Context: an optimization exercise on an open-source flow, tuned for small area, a short achievable clock period and few clock cycles. The choices shown serve that exercise and are no tape-out recipe.
Function was checked by simulation only, so behaviour that the tests miss may differ from the original.
Power figures rest on the tool's default switching activity, not on a simulated workload.

== P ==
==> flow/design.v <==
module Top_lvl (clk,start,mem_addr,mem_data,MIN_WEIGHT,MIN_PATH_NODES,donee);
input clk,start;
output [17:0] mem_addr;
input [17:0] mem_data;
output [14:0] MIN_WEIGHT;
output [17:0] MIN_PATH_NODES;  
output donee;
localparam V0=3'd0, V1=3'd1, V2=3'd2, WK=3'd3, DN=3'd4, FIN=3'd5, WK2=3'd6;
reg [2:0] st;
reg [3:0] d;             
reg [17:0] x;            
reg [14:0] bud;          
reg pr;                  
reg dn;                  
reg [14:0] wmin;         
reg [17:0] best;         
reg [3:0] bd;            
reg [2:0] T;             
reg tv;                  
reg [17:0] S [1:7];      
reg [1:0]  R [1:7];      
reg [11:0] W1;
reg [12:0] W2;
reg [13:0] W3;
reg [14:0] W4, W5, W6;
reg [14:0] Wr;           
reg tv2;
reg [2:0] T2;
integer l;
always @* begin
  tv2 = 1'b0; T2 = 3'd1;
  for (l = 1; l <= 7; l = l + 1)
    if (l < T && R[l] != 2'd0) begin tv2 = 1'b1; T2 = l; end
end
wire [2:0] bdm1 = bd[2:0] - 3'd1;       
wire [17:0] sr = S[T];
wire [1:0] RT = R[T];
wire [17:0] nx1 = sr + 18'd1;           
wire [17:0] xk = x + {16'd0, st != WK2, st == V2 || st == WK2};    
wire [17:0] best1 = best + 18'd1;       
wire [11:0] w = mem_data[11:0];
wire [2:0] nc = mem_data[2:0];
wire prune = (bud[14:12] == 3'd0) && (w >= bud[11:0]);
wire gone = (bud[14:12] == 3'd0) && (w[11:8] > bud[11:8]);    
wire end1 = gone || d[3];               
wire end2 = pr || (nc == 3'd0);
wire v1 = (st == V1), v2 = (st == V2);
wire [14:0] bw = bud - {3'b000, w};     
wire [2:0] dm1 = d[2:0] - 3'd1;         
wire [2:0] wi = d[3] ? 3'd6 : dm1;      
always @* begin
  case (wi)
    3'd1: Wr = {3'b000, W1};
    3'd2: Wr = {2'b00, W2};
    3'd3: Wr = {1'b0, W3};
    3'd4: Wr = W4;
    3'd5: Wr = W5;
    default: Wr = W6;
  endcase
end
wire [14:0] wp = wmin - ((st == V0) ? Wr : v1 ? bw : bud);
wire fin = (v1 && end1) || (v2 && end2);    
wire leaf = fin && !(v1 ? prune : pr);      
wire over = (fin && !tv && !leaf) || (st == FIN);    
reg [17:0] addr;
always @* begin
  if (st == V0) addr = mem_data;
  else if (((v1 || v2) && !fin) || st == WK2) addr = xk;
  else addr = tv ? nx1 : best1;
end
assign mem_addr = start ? 18'd0 : addr;
assign MIN_WEIGHT = wmin;
assign donee = dn || (over && bd <= 4'd2);
assign MIN_PATH_NODES = (st != DN || d == 4'd1) ? 18'd0 : (d > bd) ? 18'h3FFFF : sr;
reg sw, rw, ww;
reg [2:0] si;
reg [17:0] sd;
reg [1:0] rd;
always @* begin
  sw = 1'b0; rw = 1'b0; ww = 1'b0; si = d[2:0]; sd = xk; rd = nc[1:0] - 2'd1;
  if (v2 && !end2) begin sw = 1'b1; rw = 1'b1; ww = 1'b1; end
  if (fin && tv) begin sw = 1'b1; rw = 1'b1; si = T; sd = nx1; rd = RT - 2'd1; end
  if (over) begin sw = (bd >= 4'd2); si = bdm1; sd = best; end
  if (st == WK) begin sw = 1'b1; si = dm1; sd = mem_data; end
end
always @(posedge clk) begin
  if (sw) S[si] <= sd;
  if (rw) R[si] <= rd;
  if (ww) case (si)
    3'd1: W1 <= wp[11:0];
    3'd2: W2 <= wp[12:0];
    3'd3: W3 <= wp[13:0];
    3'd4: W4 <= wp;
    3'd5: W5 <= wp;
    3'd6: W6 <= wp;
    default: ;
  endcase
end
always @(posedge clk) begin
  if (start) begin
    st <= V1; d <= 4'd1; x <= 18'd0;
    bud <= 15'h7FFF; wmin <= 15'h7FFF; dn <= 1'b0; tv <= 1'b0;
  end else begin
    case (st)
      V0: begin
        x <= mem_data;
        if (!d[3]) bud <= wp;    
        st <= V1;
      end
      V1: begin
        if (!d[3]) bud <= bw;
        else if (!prune) bud <= {3'b000, w};
        pr <= prune;
        if (!end1) st <= V2;
      end
      V2: if (!end2) begin
        d <= d + 4'd1;
        st <= V0;
        if (nc[2:1] != 2'b00) begin T <= d[2:0]; tv <= 1'b1; end
      end
      WK: begin
        x <= mem_data;
        d <= d - 4'd1;
        st <= WK2;
        if (d == 4'd2) begin st <= DN; d <= 4'd2; T <= 3'd1; end
      end
      WK2: begin
        st <= WK;
        if (d == 4'd2) dn <= 1'b1;
      end
      DN: begin
        if (d <= 4'd8) d <= d + 4'd1;
        T <= T + 3'd1;
      end
      default: ;
    endcase
    if (leaf) begin wmin <= wp; best <= x; bd <= d; end
    if (fin) begin
      if (tv) begin
        d <= {1'b0, T} + 4'd1;
        st <= V0;
        if (RT == 2'd1) begin T <= T2; tv <= tv2; end
      end else if (leaf) st <= FIN;
    end
    if (over) begin
      d <= bd - 4'd1;
      if (bd >= 4'd3) begin
        st <= WK;
        if (bd == 4'd3) dn <= 1'b1;
      end else begin
        st <= DN; dn <= 1'b1; d <= 4'd2; T <= 3'd1;
      end
    end
  end
end
endmodule  
clock: 7.5 ns
lec_check: 0
cap_margin: 20
core_margin: 2
core_utilization: 55
cts_cluster_diameter: 60
cts_cluster_size: 24
place_density: 0.7
setup_slack_margin: 2.25
slew_margin: 20
standard.sh (not shown) runs the stock make flow with config.mk's settings and CLKGATE_MAP_FILE= SYNTH_SCRIPT=/design/flow/synth_recipe.tcl, a recipe that flattens the netlist after the stock synthesis.
==> flow/flow/run.sh <==
#!/bin/bash
# The standard layout (standard.sh: ORFS from the standard synthesis to the
# routed layout), with one change: the port buffers that global placement
# inserts are plain buffers (buf_4) instead of the resizer's default pick, a
# delay cell (clkdlybuf4s50_1). make's full output goes to standard.log; ORFS
# keeps each step's own log under orfs/logs/.
set -euo pipefail
export BUFFER_PORTS_ARGS="-buffer_cell sky130_fd_sc_hd__buf_4"
bash standard.sh > standard.log 2>&1
Testbench counts of P, summed over its fixed seeds: cycles 13,933.
> inputs changed (P -> Q)
--- a/flow/design.v
+++ b/flow/design.v
@@ -4,9 +4,9 @@
 input [17:0] mem_data;
 output [14:0] MIN_WEIGHT;
 output [17:0] MIN_PATH_NODES;  
 output donee;
-localparam V0=3'd0, V1=3'd1, V2=3'd2, WK=3'd3, DN=3'd4, FIN=3'd5, WK2=3'd6;
+localparam V0=3'd0, V1=3'd1, V2=3'd2, WK=3'd3, DN=3'd4, FIN=3'd5;
 reg [2:0] st;
 reg [3:0] d;             
 reg [17:0] x;            
 reg [14:0] bud;          
@@ -35,9 +35,9 @@
 wire [2:0] bdm1 = bd[2:0] - 3'd1;       
 wire [17:0] sr = S[T];
 wire [1:0] RT = R[T];
 wire [17:0] nx1 = sr + 18'd1;           
-wire [17:0] xk = x + {16'd0, st != WK2, st == V2 || st == WK2};    
+wire [17:0] xk = x + {16'd0, 1'b1, st == V2};    
 wire [17:0] best1 = best + 18'd1;       
 wire [11:0] w = mem_data[11:0];
 wire [2:0] nc = mem_data[2:0];
 wire prune = (bud[14:12] == 3'd0) && (w >= bud[11:0]);
@@ -64,10 +64,11 @@
 wire over = (fin && !tv && !leaf) || (st == FIN);    
 reg [17:0] addr;
 always @* begin
   if (st == V0) addr = mem_data;
-  else if (((v1 || v2) && !fin) || st == WK2) addr = xk;
-  else addr = tv ? nx1 : best1;
+  else if (st == WK) addr = mem_data + 18'd1;
+  else if (!(v1 || v2) || fin) addr = tv ? nx1 : best1;
+  else addr = xk;
 end
 assign mem_addr = start ? 18'd0 : addr;
 assign MIN_WEIGHT = wmin;
 assign donee = dn || (over && bd <= 4'd2);
@@ -118,16 +119,11 @@
         st <= V0;
         if (nc[2:1] != 2'b00) begin T <= d[2:0]; tv <= 1'b1; end
       end
       WK: begin
-        x <= mem_data;
         d <= d - 4'd1;
-        st <= WK2;
+        if (d == 4'd3) dn <= 1'b1;
         if (d == 4'd2) begin st <= DN; d <= 4'd2; T <= 3'd1; end
-      end
-      WK2: begin
-        st <= WK;
-        if (d == 4'd2) dn <= 1'b1;
       end
       DN: begin
         if (d <= 4'd8) d <= d + 4'd1;
         T <= T + 3'd1;
Findings:
Compared with P, Q shows number of vias after detailed routing higher by about 8%.
Looking at worst path setup slack after routing across both flows, Q is the weaker of the two, with P ahead.
P → Q: floorplan die height +2.9 um, fmax -about 0.5%, total track usage +1.5 points, clock skew +0.0072 ns, per-cell routed wire length +0.77%.
Compared to P, Q has net count of the mapped netlist 9.6% higher.
P → Q: portion of total power attributed to combinational logic rose 3.6 points; clock-buffer cell count fell 3.8%.
Testbench counts of Q, summed over its fixed seeds: cycles 13,855.

-- static timing again, ports no longer ideal --
The flow's constraints put no driver on any port. The routed layouts listed below were extracted and timed again, unchanged, in two steps. Step 1, drivers: a clkbuf_16 drives clk and a buf_2 each remaining input, both assumed. Step 2 times the ports against the registers' clock, not the clock port: input delays grow and output delays shrink by t, the midpoint of the rising clock arrivals with the driver on. Slacks: ideal ports / drivers / drivers and shift; pairs: ideal ports / drivers.
run	t (ns)	setup slack, ns	hold slack, ns	pins driven straight from the clock port
P	0.618	2.274 / 2.217 / 1.912	0.484 / 0.484 / 0.484	1
Q	0.607	2.248 / 2.195 / 1.835	0.499 / 0.499 / 0.499	1
After both steps setup and hold are still met in every run listed. The setup slack of Q, which loses most, moves by -0.053 ns with the drivers and by -0.413 ns with both steps.
